Context: an optimization exercise on an open-source flow, tuned for small area. The choices shown serve that exercise and are no tape-out recipe.
In this exercise RTL edits were held to simulation tests only and were not proved equivalent to the original.

==> flow/design.v, too long to show whole: its modules and the start of the top module <==
// module wavelet_transform: 3023 lines
module wavelet_transform #(
    parameter BITS_PER_ELEM = 8,
    parameter TOTAL_FILTERS = 7,
    parameter SUM_TRUNCATION = 8
) (
    input wire clk,
    input wire rst,
    input wire signed [BITS_PER_ELEM - 1:0] i_value,
    input wire i_data_clk,
    input wire [7:0] i_select_output_channel,
    output wire [SUM_TRUNCATION - 1:0] o_multiplexed_wavelet_out,
    output wire o_active,
    output [8:0] io_oeb
);
  // ...
==> flow/flow/run.sh <==
#!/bin/bash
# Own flow: the standard synthesis; then fixinv3.py removes the inverters
# synthesis left between cells, mostly around full adders (a full adder is
# self-dual, so some fa cells are flipped to take and give complemented
# signals; some gates are swapped for their inverted-output twins); then
# the standard layout from floorplan to finish on that netlist, with clock
# tree synthesis given the buffer list and sink clustering in flow/cts_args
# and no dummy loads.  Each step's output goes to its own log here.
set -euo pipefail
R=orfs/results/${FLOW_PLATFORM}/wavelet_transform/base
bash standard.sh synth > synth.log 2>&1
cp "$R/1_2_yosys.v" 1_2_yosys.std.v
python3 flow/fixinv3.py 1_2_yosys.std.v "$R/1_2_yosys.v" > fixinv.log 2>&1
rm -f "$R/1_synth.odb" "$R/1_synth.sdc"
CTS="-sink_clustering_enable -repair_clock_nets -dont_use_dummy_load"
if [[ -f flow/cts_args ]]; then CTS="$CTS $(cat flow/cts_args)"; fi
bash standard.sh finish "CTS_ARGS=$CTS" > finish.log 2>&1
==> flow/flow/cts_args <==
-buf_list sky130_fd_sc_hd__clkbuf_16 -sink_clustering_size 25 -sink_clustering_max_diameter 100
==> flow/flow/fixinv3.py <==
#!/usr/bin/env python3
"""Remove inverters from a flat Yosys netlist of sky130hd cells.

Every inverter is removed; then each cell below may change form, and one
inverter is added back for each signal some load still needs inverted:
  * fa (full adder) is self-dual: FA(~a,~b,~c) = ~FA(a,b,c), so a fa cell may
    take complemented inputs and give complemented outputs;
  * a gate may be swapped for its inverted-output twin with the same inputs
    (a22o/a22oi, xor2/xnor2, nand2/and2, ...; found from the liberty file),
    which may change its area (counted in the cost);
  * ha (half adder) may be rebuilt from two gates of the same total area:
    xor2 or xnor2 for the sum, and nand2 (carry given inverted) or nor2 (on
    inverted inputs) for the carry.
The choice minimises the added inverters plus any area change (simulated
annealing).  The logic function of the netlist does not change.

usage: fixinv3.py IN.v OUT.v
"""
import re
import sys
import math
import random

P = 'sky130_fd_sc_hd__'
INV = re.compile(r'^sky130_fd_sc_hd__(inv|clkinv)_\d+$')
OUTPINS = {'X', 'Y', 'Q', 'Q_N', 'SUM', 'COUT', 'HI', 'LO'}
INV_AREA = 3.7536
LIB = '/OpenROAD-flow-scripts/flow/platforms/sky130hd/lib/sky130_fd_sc_hd__tt_025C_1v80.lib'


def load_twins():
    """type -> (twin type, output pin map, area delta): cells with the same
    input pins whose single output is the complement of this cell's."""
    import os
    import itertools
    lib = os.path.join(os.environ.get('FLOW_HOME', '/OpenROAD-flow-scripts/flow'),
                       'platforms/sky130hd/lib/sky130_fd_sc_hd__tt_025C_1v80.lib')
    if not os.path.exists(lib):
        lib = LIB
    t = open(lib).read()
    cells = {}
    for m in re.finditer(r'cell \("sky130_fd_sc_hd__(\w+)"\)\s*\{(.*?)\n    \}\n', t, re.S):
        name, body = m.group(1), m.group(2)
        if name.startswith(('lpflow', 'probe')) or 'dont_use : true' in body:
            continue
        if not re.match(r'^[a-z0-9]+_\d+$', name):
            continue
        a = re.search(r'area\s*:\s*([\d.]+)', body)
        pins = re.findall(r'pin \("(\w+)"\)\s*\{(.*?)\n        \}', body, re.S)
        outs = [(p, re.search(r'function\s*:\s*"([^"]*)"', b)) for p, b in pins if 'direction : "output"' in b]
        ins = sorted(p for p, b in pins if 'direction : "input"' in b)
        if len(outs) != 1 or not outs[0][1] or len(ins) > 6 or outs[0][0] == 'Z':
            continue
        if re.search(r'\bff\s*\(|\blatch\s*\(|clock\s*:\s*true', body):
            continue
        fn = outs[0][1].group(1)
        expr = fn.replace('!', ' not ').replace('&', ' and ').replace('|', ' or ').replace('^', ' != ')
        tt = []
        for vals in itertools.product((False, True), repeat=len(ins)):
            env = dict(zip(ins, vals))
            try:
                tt.append(bool(eval(expr, {}, env)))
            except Exception:
                tt = None
                break
        if tt is None:
            continue
        cells[name] = (float(a.group(1)), outs[0][0], tuple(ins), tuple(tt))
    byfn = {}
    for n, (ar, op, ins, tt) in cells.items():
        byfn.setdefault((ins, tt), []).append((ar, n, op))
    tw = {}
    for n, (ar, op, ins, tt) in cells.items():
        comp = tuple(not x for x in tt)
        c = byfn.get((ins, comp))
        if not c:
            continue
        ar2, n2, op2 = min(c)
        tw[n] = (n2, {op: op2}, ar2 - ar)
    return tw


TWIN = load_twins()

lines = open(sys.argv[1]).read().split('\n')

ports = set()
cells = []
first_cell_line = None
i = 0
while i < len(lines):
    ln = lines[i]
    m = re.match(r'^\s*(input|output|inout)\s+(\[[^\]]*\]\s*)?(.*);', ln)
    if m:
        for p in m.group(3).split(','):
            ports.add(p.strip())
    m = re.match(r'^\s*(sky130_fd_sc_hd__\w+)\s+(\S+(?: )?)\s*\($', ln)
    if m:
        if first_cell_line is None:
            first_cell_line = i
        pins = []
        j = i + 1
        while not re.match(r'^\s*\);\s*$', lines[j]):
            pm = re.match(r'^\s*\.(\w+)\((.*)\),?\s*$', lines[j])
            assert pm, lines[j]
            pins.append((pm.group(1), pm.group(2).strip()))
            j += 1
        cells.append(dict(type=m.group(1)[len(P):], name=m.group(2).strip(), pins=pins, lo=i, hi=j))
        i = j + 1
        continue
    i += 1


def portbase(net):
    return re.sub(r'\[\d+\]$', '', net.lstrip('\\').strip())


def isport(net):
    return portbase(net) in ports


def vnet(n):
    return n + ' ' if n.startswith('\\') else n


driver = {}
for k, c in enumerate(cells):
    for p, n in c['pins']:
        if p in OUTPINS:
            driver[n] = (k, p)

removable = set()
inv_in = {}
for k, c in enumerate(cells):
    if INV.match(P + c['type']):
        d = dict(c['pins'])
        if not isport(d['Y']):
            removable.add(k)
            inv_in[d['Y']] = d['A']


def literal(net):
    p = 0
    while net in inv_in:
        net = inv_in[net]
        p ^= 1
    return net, p


# node kinds
KIND = [None] * len(cells)
for k, c in enumerate(cells):
    if k in removable:
        continue
    outs = [n for p, n in c['pins'] if p in OUTPINS]
    if any(isport(n) for n in outs):
        continue
    t = c['type']
    if re.match(r'^fa_\d+$', t):
        KIND[k] = 'fa'
    elif t == 'ha_1' and all(n for p, n in c['pins']) and len(c['pins']) == 4:
        KIND[k] = 'ha'
    elif t in TWIN and TWIN[t][2] < INV_AREA:
        KIND[k] = 'twin'

# state: fa: 0/1 flip; twin: 0/1 swapped; ha: (mode 0..2, sumpol 0/1)
state = [0] * len(cells)


def outpar(k, pin):
    kd = KIND[k]
    st = state[k]
    if kd == 'fa' or kd == 'twin':
        return st & 1
    if kd == 'ha':
        mode, sp = st >> 1, st & 1
        if pin == 'SUM':
            return 0 if mode == 0 else sp
        return (0, 1, 0)[mode]
    return 0


def inreq(k, pin):
    kd = KIND[k]
    if kd == 'fa':
        return state[k] & 1
    if kd == 'ha':
        return 1 if (state[k] >> 1) == 2 else 0
    return 0


def areadelta(k):
    if KIND[k] == 'twin' and state[k]:
        return TWIN[cells[k]['type']][2]
    return 0.0


loads = []
byroot = {}
for k, c in enumerate(cells):
    if k in removable:
        continue
    for pi, (p, n) in enumerate(c['pins']):
        if p in OUTPINS:
            continue
        r, par = literal(n)
        loads.append((k, pi, p, r, par))
        byroot.setdefault(r, []).append(len(loads) - 1)


def phys(li):
    k, pi, p, r, par = loads[li]
    v = par
    d = driver.get(r)
    if d is not None:
        v ^= outpar(d[0], d[1])
    return v ^ inreq(k, p)


def rootcost(r):
    return INV_AREA if any(phys(li) for li in byroot[r]) else 0.0


touch = {}
for k in range(len(cells)):
    if KIND[k] is None:
        continue
    rs = set()
    for p, n in cells[k]['pins']:
        if p in OUTPINS:
            if n in byroot:
                rs.add(n)
        else:
            rs.add(literal(n)[0])
    touch[k] = list(rs)


def localcost(k):
    return sum(rootcost(r) for r in touch[k]) + areadelta(k)


def moves(k):
    kd = KIND[k]
    if kd in ('fa', 'twin'):
        return [state[k] ^ 1]
    return [x for x in range(6) if x != state[k] and x != 1]   # mode 0 has one sum form


total0 = sum(rootcost(r) for r in byroot)
cands = list(touch.keys())
rng = random.Random(1)
cur = total0
best = cur
bests = list(state)
steps = 400 * max(1, len(cands))
T0 = 2.0 * INV_AREA
for it in range(steps):
    k = cands[rng.randrange(len(cands))]
    old = state[k]
    before = localcost(k)
    state[k] = rng.choice(moves(k))
    d = localcost(k) - before
    T = max(0.05, T0 * (1 - it / steps))
    if d <= 0 or rng.random() < math.exp(-d / T):
        cur += d
        if cur < best - 1e-9:
            best = cur
            bests = list(state)
    else:
        state[k] = old
state = bests
total1 = sum(rootcost(r) for r in byroot) + sum(areadelta(k) for k in range(len(cells)))

# --- rewrite ---------------------------------------------------------------
newinv = {}
newcells = []
newwires = []
conn = {}
for li, (k, pi, p, r, par) in enumerate(loads):
    if phys(li):
        if r not in newinv:
            nm = 'fixinv_n%d' % len(newinv)
            newinv[r] = nm
            newwires.append(nm)
            newcells.append('  %sinv_1 fixinv_%d (\n    .A(%s),\n    .Y(%s)\n  );'
                            % (P, len(newinv) - 1, vnet(r), nm))
        conn[(k, pi)] = newinv[r]
    else:
        conn[(k, pi)] = r

drop = set()
for k in removable:
    drop.update(range(cells[k]['lo'], cells[k]['hi'] + 1))
repl = {}
nha = [0, 0, 0]
ntwin = 0
for k, c in enumerate(cells):
    if k in removable:
        continue
    pins = [(p, conn.get((k, pi), n)) for pi, (p, n) in enumerate(c['pins'])]
    kd = KIND[k]
    if kd == 'ha' and (state[k] >> 1) != 0:
        mode, sp = state[k] >> 1, state[k] & 1
        nha[mode] += 1
        d = dict(pins)
        st = 'xnor2_1' if sp else 'xor2_1'
        ct = 'nand2_1' if mode == 1 else 'nor2_1'
        txt = ['  %s%s %s (' % (P, st, vnet(c['name'] + '_hs')),
               '    .A(%s),' % vnet(d['A']), '    .B(%s),' % vnet(d['B']),
               '    .%s(%s)' % ('Y' if sp else 'X', vnet(d['SUM'])), '  );',
               '  %s%s %s (' % (P, ct, vnet(c['name'] + '_hc')),
               '    .A(%s),' % vnet(d['A']), '    .B(%s),' % vnet(d['B']),
               '    .Y(%s)' % vnet(d['COUT']), '  );']
        for x in range(c['lo'], c['hi'] + 1):
            drop.add(x)
        repl[c['lo']] = '\n'.join(txt)
        continue
    ty = c['type']
    if kd == 'twin' and state[k]:
        ntwin += 1
        ty, pm, _ = TWIN[ty]
        pins = [(pm.get(p, p), n) for p, n in pins]
    if kd == 'fa' and state[k]:
        pass
    txt = ['  %s%s %s (' % (P, ty, vnet(c['name'])) if c['name'].startswith('\\') else '  %s%s %s (' % (P, ty, c['name'])]
    for x, (p, n) in enumerate(pins):
        txt.append('    .%s(%s)%s' % (p, vnet(n), ',' if x < len(pins) - 1 else ''))
    txt.append('  );')
    for x in range(c['lo'], c['hi'] + 1):
        drop.add(x)
    repl[c['lo']] = '\n'.join(txt)

out = []
for x, ln in enumerate(lines):
    if x == first_cell_line:
        out.extend('  wire %s;' % w for w in newwires)
    if x in repl:
        out.append(repl[x])
        continue
    if x in drop:
        continue
    out.append(ln)
em = max(x for x, ln in enumerate(out) if ln.strip() == 'endmodule')
out[em:em] = newcells
open(sys.argv[2], 'w').write('\n'.join(out) + '\n')
sys.stderr.write('inverters removed %d, added back %d; cost %.1f -> %.1f um2; fa flipped %d; '
                 'twins swapped %d; ha rebuilt nand %d nor %d\n'
                 % (len(removable), len(newinv), total0, total1,
                    sum(1 for k in range(len(cells)) if KIND[k] == 'fa' and state[k]),
                    ntwin, nha[1], nha[2]))
==> flow/standard.sh <==
#!/bin/bash
# synth_recipe.tcl (not shown) runs the flow's synth.tcl, then flattens the netlist and writes it again
# the make line also repeats each setting of config.mk as NAME=value (left out here)
make -C /OpenROAD-flow-scripts/flow DESIGN_CONFIG=/design/flow/config.mk WORK_HOME=/design/flow/orfs CLKGATE_MAP_FILE= SYNTH_SCRIPT=/design/flow/synth_recipe.tcl "${@:-finish}"
==> flow/config.mk <==
export PLATFORM = sky130hd
export DESIGN_NAME = wavelet_transform
export DESIGN_NICKNAME = wavelet_transform
export VERILOG_FILES = /design/flow/design.v
export SDC_FILE = /design/flow/constraint.sdc
export NUM_CORES = 4
export LEC_CHECK = 0
export CAP_MARGIN = 20
export CORE_MARGIN = 2
export CORE_UTILIZATION = 60
export GPL_TIMING_DRIVEN = 0
export SLEW_MARGIN = 20
==> flow/constraint.sdc <==
create_clock -name core_clock -period 14.0 [get_ports {clk}]
set_input_delay 2.8000 -clock core_clock [delete_from_list [all_inputs] [get_ports {clk}]]
set_output_delay 2.8000 -clock core_clock [all_outputs]
set_load 0.01 [all_outputs]
==> run_results.csv, run 1 <==
group,metric,value,unit
sta,setup_tns,0,ns
global_route,gr-usage-met1,52.9,%
finish,clk_share,1.96,%
detailed_routing,dr.pass1.iters,10,
setup_path,startpoint_type,"flip-flop",
global_route,grt-ovfl-total,0,
sta,slew_viol_final,0,
finish,n_all_buffers,452,
floorplan,ios,37,
outcome,outcome,"no timing/DRC/antenna violations",
cts,cts_buffers,41,
sta,final.setup.worst_slack,0.258,ns
finish,multiInputCombCellCount,2499,
detailed_routing,drc,0,
detailed_routing,wl_per_cell,34.3,um
setup_path,critPathCapture,"acc6[19]$_DFF_P_",
setup_path,r2r_cells,31,
sta,hold_violations,0,
global_route,use_met2,67.6,%
finish,fillers,6141,
placement,pre_cts_slack,-0.735,ns
setup_path,arrival,14.25,ns
cts,clkSinkCount,770,
logic_synthesis,synth_area,48400,um^2
finish,largestClassByArea,"multi-input gates",
logic_synthesis,syn_inst,3809,
finish,register_area,15400,um^2
floorplan,die_h,288,um
setup_path,cp-startpoint,"ph2$_SDFF_PP0_",
finish,stdcell_area,52300,um^2
==> run 2, diff against run 1 <==
--- a/flow/config.mk
+++ b/flow/config.mk
@@ -8,5 +8,4 @@
 export CAP_MARGIN = 20
 export CORE_MARGIN = 2
 export CORE_UTILIZATION = 60
-export GPL_TIMING_DRIVEN = 0
 export SLEW_MARGIN = 20
==> run_results.csv, run 2 <==
group,metric,value,unit
sta,fin_crit_sh,96.3,%
sta,hold_violations,0,
cts,cts_resized,0,
setup_path,crit_path_max_incr_delay,0.75,ns
setup_path,crit_cells,31,
cts,cts_buffer_depth,3,
sta,timing.final.crit_period,13.49,ns
sta,setup_viol,0,
logic_synthesis,synth_area,48400,um^2
detailed_routing,dr.pass1.iters,10,
sta,fmax,74.1,MHz
detailed_routing,via_count,32130,
sta,final.setup.worst_slack,0.512,ns
setup_path,r2r_setup_slack,0.51,ns
detailed_routing,wl_per_cell,31.7,um
global_route,grt_pass1_vias,33671,
min_path,hold_path_end,"u40[7]$_DFF_P_",
setup_path,r2r_cells,31,
setup_path,path_max_fanout,42,
setup_path,r2r_end,"acc6[19]$_DFF_P_",
detailed_routing,viasPerCell,6.67,
sta,maxSlewHeadroom,20.6,%
cts,clock_latency,0.65,ns
run,cap_violations,0,
global_route,grt-ovfl-total,0,
finish,top_register,"acc6",
outcome,outcome,"no timing/DRC/antenna violations",
cts,h-tree-depth,2,
logic_synthesis,syn_inst,3809,
cts,clkSinkCount,770,
detailed_routing,finalWirelength,153000,um
min_path,worstHoldStart,"u39[7]$_DFF_P_",
detailed_routing,drc,0,
sta,holdWs,0.462,ns
placement,gp_congestion,0.991,
global_route,track_usage,37.7,%
finish,largest_register_ffs,20,
cts,clk_pin_slew,0.10,ns
min_path,holdPathStages,1,
logic_synthesis,synth.avg_cell_area,12.7,um^2
setup_path,startpoint_type,"flip-flop",
finish,fin_nets,4784,
finish,drive_gt1_share,5.03,%
floorplan,ios,37,
finish,final_util,63.7,%
setup_path,cp_slowest_cell,"fa_1",
floorplan,num_rows,104,
detailed_routing,drt-initial-drc-count,4269,
setup_path,crit_required,14.44,ns
floorplan,core_area,80200,um^2
global_route,grt_max_degree,260,
detailed_routing,ant_nets,0,
cts,cts_buffers,41,
setup_path,critPathTopFamily,"adder cells",
finish,area_delta_synth_final,5.47,%
finish,reg.largest.list,"acc6: 20 flops, acc5: 19 flops",
setup_path,cp-end-kind,"flip-flop",
setup_path,crit_top_cell,"fa_1",
cts,postCtsSetupRepairBufs,0,
logic_synthesis,ys_warn_count,1,
sta,skew,0.113,ns
sta,slew_viol_final,0,
sta,worstMarginPinSlew,1.19,ns
placement,pre_cts_slack,0.636,ns
cts,hold_buffers,0,
cts,cts_tree,"built",
placement,dp_hpwl,123000,um
cts,cts_root_buf,"clkbuf_16",
setup_path,crit_buf_inv,2,
finish,final_cell_mix,"fa_1, dfxtp_1, a22o_1",
setup_path,critPathKind,"flip-flop to flip-flop",
sta,setup_tns,0,ns
setup_path,arrival,13.93,ns
floorplan,initial_utilization,60.4,%
floorplan,die_area,82900,um^2
min_path,hp-class,"flip-flop to flip-flop",
floorplan,die_w,288,um
global_route,grt_first_pass_wirelength,225000,um
floorplan,die_h,288,um
finish,layout_commonest_cell,"fa_1",
global_route,grt_antenna_before_repair,2,
setup_path,r2r-start,"ph2$_SDFF_PP0_",
placement,portBuffers,27,
sta,rsz0062_at_grt,"no",
-- run 2: per-stage QoR --
step	cells	cell area (um^2)
after floorplan	3817	48400
after global placement	4771	50000
after detailed placement	4771	50000
after CTS	4812	51000
after global routing	4814	51000
final	4815	51000
-- run 2: worst max-delay path by stage --
stage,start,endpoint,slack (ns)
finish,ph2$_SDFF_PP0_,acc6[19]$_DFF_P_,0.51
global route,ph1$_SDFF_PP0_,acc6[19]$_DFF_P_,0.1
CTS,ph2$_SDFF_PP0_,acc6[19]$_DFF_P_,0.60
detailed placement,ph2$_SDFF_PP0_,acc6[19]$_DFF_P_,0.64
global placement,ph2$_SDFF_PP0_,acc6[19]$_DFF_P_,0.74
floorplan,ph1$_SDFF_PP0_,acc6[18]$_DFF_P_,1.58
-- run 2: final cells by class --
type / count / area (um^2)
multi-input combinational: 2499 / 30900
fill: 6252 / 29100
sequential: 770 / 15400
tap: 1060 / 1330
timing repair buffer: 148 / 1250
inverter: 296 / 1130
clock buffer: 41 / 1030
antenna: 1 / 2.50
-- run 2: routing by layer --
metal  global-route usage [%]  routed length, um  up-vias
li1                         -                  -    13288
met1                     48.5              56400    16891
met2                     60.6              73100     1600
met3                     7.31              13000      349
met4                     20.7              10200        2
met5                        0                 12        -
-- run 2: worst register-to-register path: cells and delay by family, from the launching register on --
| kind | cells | cell delay [ns] |
|---|---|---|
| adder cells (fa/ha/maj) | 26 | 11.06 |
| buffers and inverters | 2 | 0.92 |
| XOR/XNOR | 1 | 0.22 |
| flip-flops | 1 | 0.74 |
| AO/OA/AOI/OAI | 2 | 0.41 |
==> run 3, diff against run 2 <==
==> flow/flow/cts_args (replaced) <==
-buf_list sky130_fd_sc_hd__clkbuf_8 -sink_clustering_size 15 -sink_clustering_max_diameter 80
==> run_results.csv, run 3 <==
group,metric,value,unit
outcome,outcome,"no timing/DRC/antenna violations",
global_route,grt_first_pass_wirelength,226000,um
finish,stdcell_area,50900,um^2
placement,gp_congestion,0.991,
sta,skew,0.126,ns
placement,dp.cells,4771,
cts,clk_pin_slew,0.09,ns
setup_path,critPathTopFamily,"adder cells",
finish,layout_commonest_cell,"fa_1",
logic_synthesis,synth.avg_cell_area,12.7,um^2
sta,slew_viol_final,0,
detailed_routing,dr.pass1.iters,11,
sta,maxSlewHeadroom,19.8,%
sta,timing.final.crit_period,13.37,ns
sta,fmax,74.8,MHz
logic_synthesis,syn_inst,3809,
cts,cts_root_buf,"clkbuf_8",
detailed_routing,drc,0,
cts,cts_buffer_depth,3,
setup_path,path_max_fanout,42,
sta,setup_tns,0,ns
finish,reg.largest.list,"acc6: 20 flops, acc5: 19 flops",
global_route,grt_pass1_vias,33936,
setup_path,cp-end-kind,"flip-flop",
placement,dp_hpwl,123000,um
setup_path,cp_slowest_cell,"dfxtp_4",
floorplan,die_w,288,um
setup_path,startpoint_type,"flip-flop",
cts,cts_buffers,66,
placement,portBuffers,27,
sta,setup_viol,0,
global_route,grt-ovfl-total,0,
setup_path,crit_required,14.55,ns
global_route,grt_max_degree,260,
floorplan,ios,37,
detailed_routing,wl_per_cell,31.7,um
finish,area_delta_synth_final,5.24,%
detailed_routing,via_count,32318,
finish,final_cell_mix,"fa_1, dfxtp_1, a22o_1",
cts,clkSinkCount,770,
floorplan,die_h,288,um
cts,clock_latency,0.73,ns
run,cap_violations,0,
logic_synthesis,synth_area,48400,um^2
cts,hold_buffers,0,
setup_path,r2r_setup_slack,0.63,ns
detailed_routing,ant_nets,0,
setup_path,r2r-start,"ph2$_SDFF_PP0_",
detailed_routing,drt-initial-drc-count,3986,
detailed_routing,viasPerCell,6.67,
setup_path,crit_top_cell,"fa_1",
finish,largest_register_ffs,20,
sta,hold_violations,0,
floorplan,core_area,80200,um^2
floorplan,die_area,82900,um^2
finish,fillers,6285,
finish,top_register,"acc6",
finish,fin_cells,4842,
logic_synthesis,ys_warn_count,1,
setup_path,crit_cells,31,
cts,cts_tree,"built",
setup_path,r2r_cells,31,
finish,fin_nets,4809,
finish,drive_gt1_share,5.66,%
sta,worstMarginPinSlew,1.20,ns
global_route,grt_antenna_before_repair,5,
detailed_routing,finalWirelength,153000,um
placement,place_area,50000,um^2
setup_path,r2r_end,"acc6[19]$_DFF_P_",
cts,h-tree-depth,3,
setup_path,crit_path_max_incr_delay,0.75,ns
sta,fin_crit_sh,95.5,%
setup_path,critPathCapture,"acc6[19]$_DFF_P_",
sta,rsz0062_at_grt,"no",
setup_path,crit_buf_inv,2,
setup_path,critPathKind,"flip-flop to flip-flop",
min_path,hp-class,"flip-flop to flip-flop",
global_route,track_usage,37.9,%
setup_path,cp-startpoint,"ph2$_SDFF_PP0_",
cts,postCtsSetupRepairBufs,0,
setup_path,arrival,13.93,ns
floorplan,num_rows,104,
cts,cts_resized,0,
floorplan,initial_utilization,60.4,%
[run 3: routing by layer]
layer	share of wire, %	track usage [%]	wire (um)
met4	7.3	22.5	11200
met5	0.011	0	17
met3	8.6	7.53	13100
met1	37	48.5	56400
met2	47	60.3	72600
[run 3: layout make-up]
type	instances	area (um^2)	share of cell area [%]
inverters	296	1130	2.21
flip-flops and latches	770	15400	30.3
multi-input cells	2499	30900	60.6
repair buffers	148	1250	2.45
well taps	1060	1330	2.60
clock buffers	66	908	1.78
diodes	3	7.51	0.0147
[run 3: how the worst min path moves through the flow]
| stage | from | to | slack (ns) | cells past startpoint |
|---|---|---|---|---|
| floorplan | acc4[17]$_DFF_P_ | acc4[17]$_DFF_P_ | 0.42 | 2 |
| global placement | acc4[17]$_DFF_P_ | acc4[17]$_DFF_P_ | 0.44 | 2 |
| detailed placement | acc4[17]$_DFF_P_ | acc4[17]$_DFF_P_ | 0.45 | 2 |
| CTS | u40[5]$_DFF_P_ | u41[5]$_DFF_P_ | 0.45 | 1 |
| global route | u40[5]$_DFF_P_ | u41[5]$_DFF_P_ | 0.47 | 1 |
| finish | u40[5]$_DFF_P_ | u41[5]$_DFF_P_ | 0.44 | 1 |
[run 3: per-stage QoR]
step	worst slack, ns	hold slack [ns]	utilization (%)
after floorplan	1.58	0.425	-
after global placement	0.737	0.438	62.4
after global routing	0.176	0.474	63.5
after CTS	0.686	0.449	63.5
final	0.627	0.443	63.5
after detailed placement	0.636	0.454	62.4
[run 3: worst register-to-register path: cells and delay by family (launching register included)]
kind	cells	cell delay, ns
flip-flops	1	0.75
AO/OA/AOI/OAI	2	0.40
XOR/XNOR	1	0.18
buffers and inverters	2	0.93
adder cells (fa/ha/maj)	26	11.06

[port drivers added, routing unchanged]
The flow's constraints put no driver on any port. The routed layouts listed below were extracted and timed again, unchanged, in two steps.
Step 1, drivers: a clkbuf_16 drives clk and a buf_2 each remaining input, both assumed.
Step 2 adds t to the input delays and takes it off the output delays; t is the mean of the earliest and latest rising clock arrival at the registers after step 1. Input paths then give back, and output paths get back, about the clock's delay inside the block.
Slacks: ideal ports / drivers / drivers and shift; pairs: ideal ports / drivers.
| run | t (ns) | setup slack, ns | hold WS [ns] | latest minus earliest clock arrival (ns) | slew at the worst register clock pin (ns) |
|---|---|---|---|---|---|
| run 1 | 0.677 | 0.258 / 0.258 / 0.258 | 0.428 / 0.428 / 0.428 | 0.123 / 0.123 | 0.11 / 0.11 |
| run 2 | 0.667 | 0.512 / 0.512 / 0.512 | 0.462 / 0.462 / 0.462 | 0.113 / 0.114 | 0.11 / 0.11 |
| run 3 | 0.733 | 0.627 / 0.627 / 0.627 | 0.443 / 0.443 / 0.443 | 0.128 / 0.128 | 0.10 / 0.10 |
After both steps every run listed still meets setup and hold.
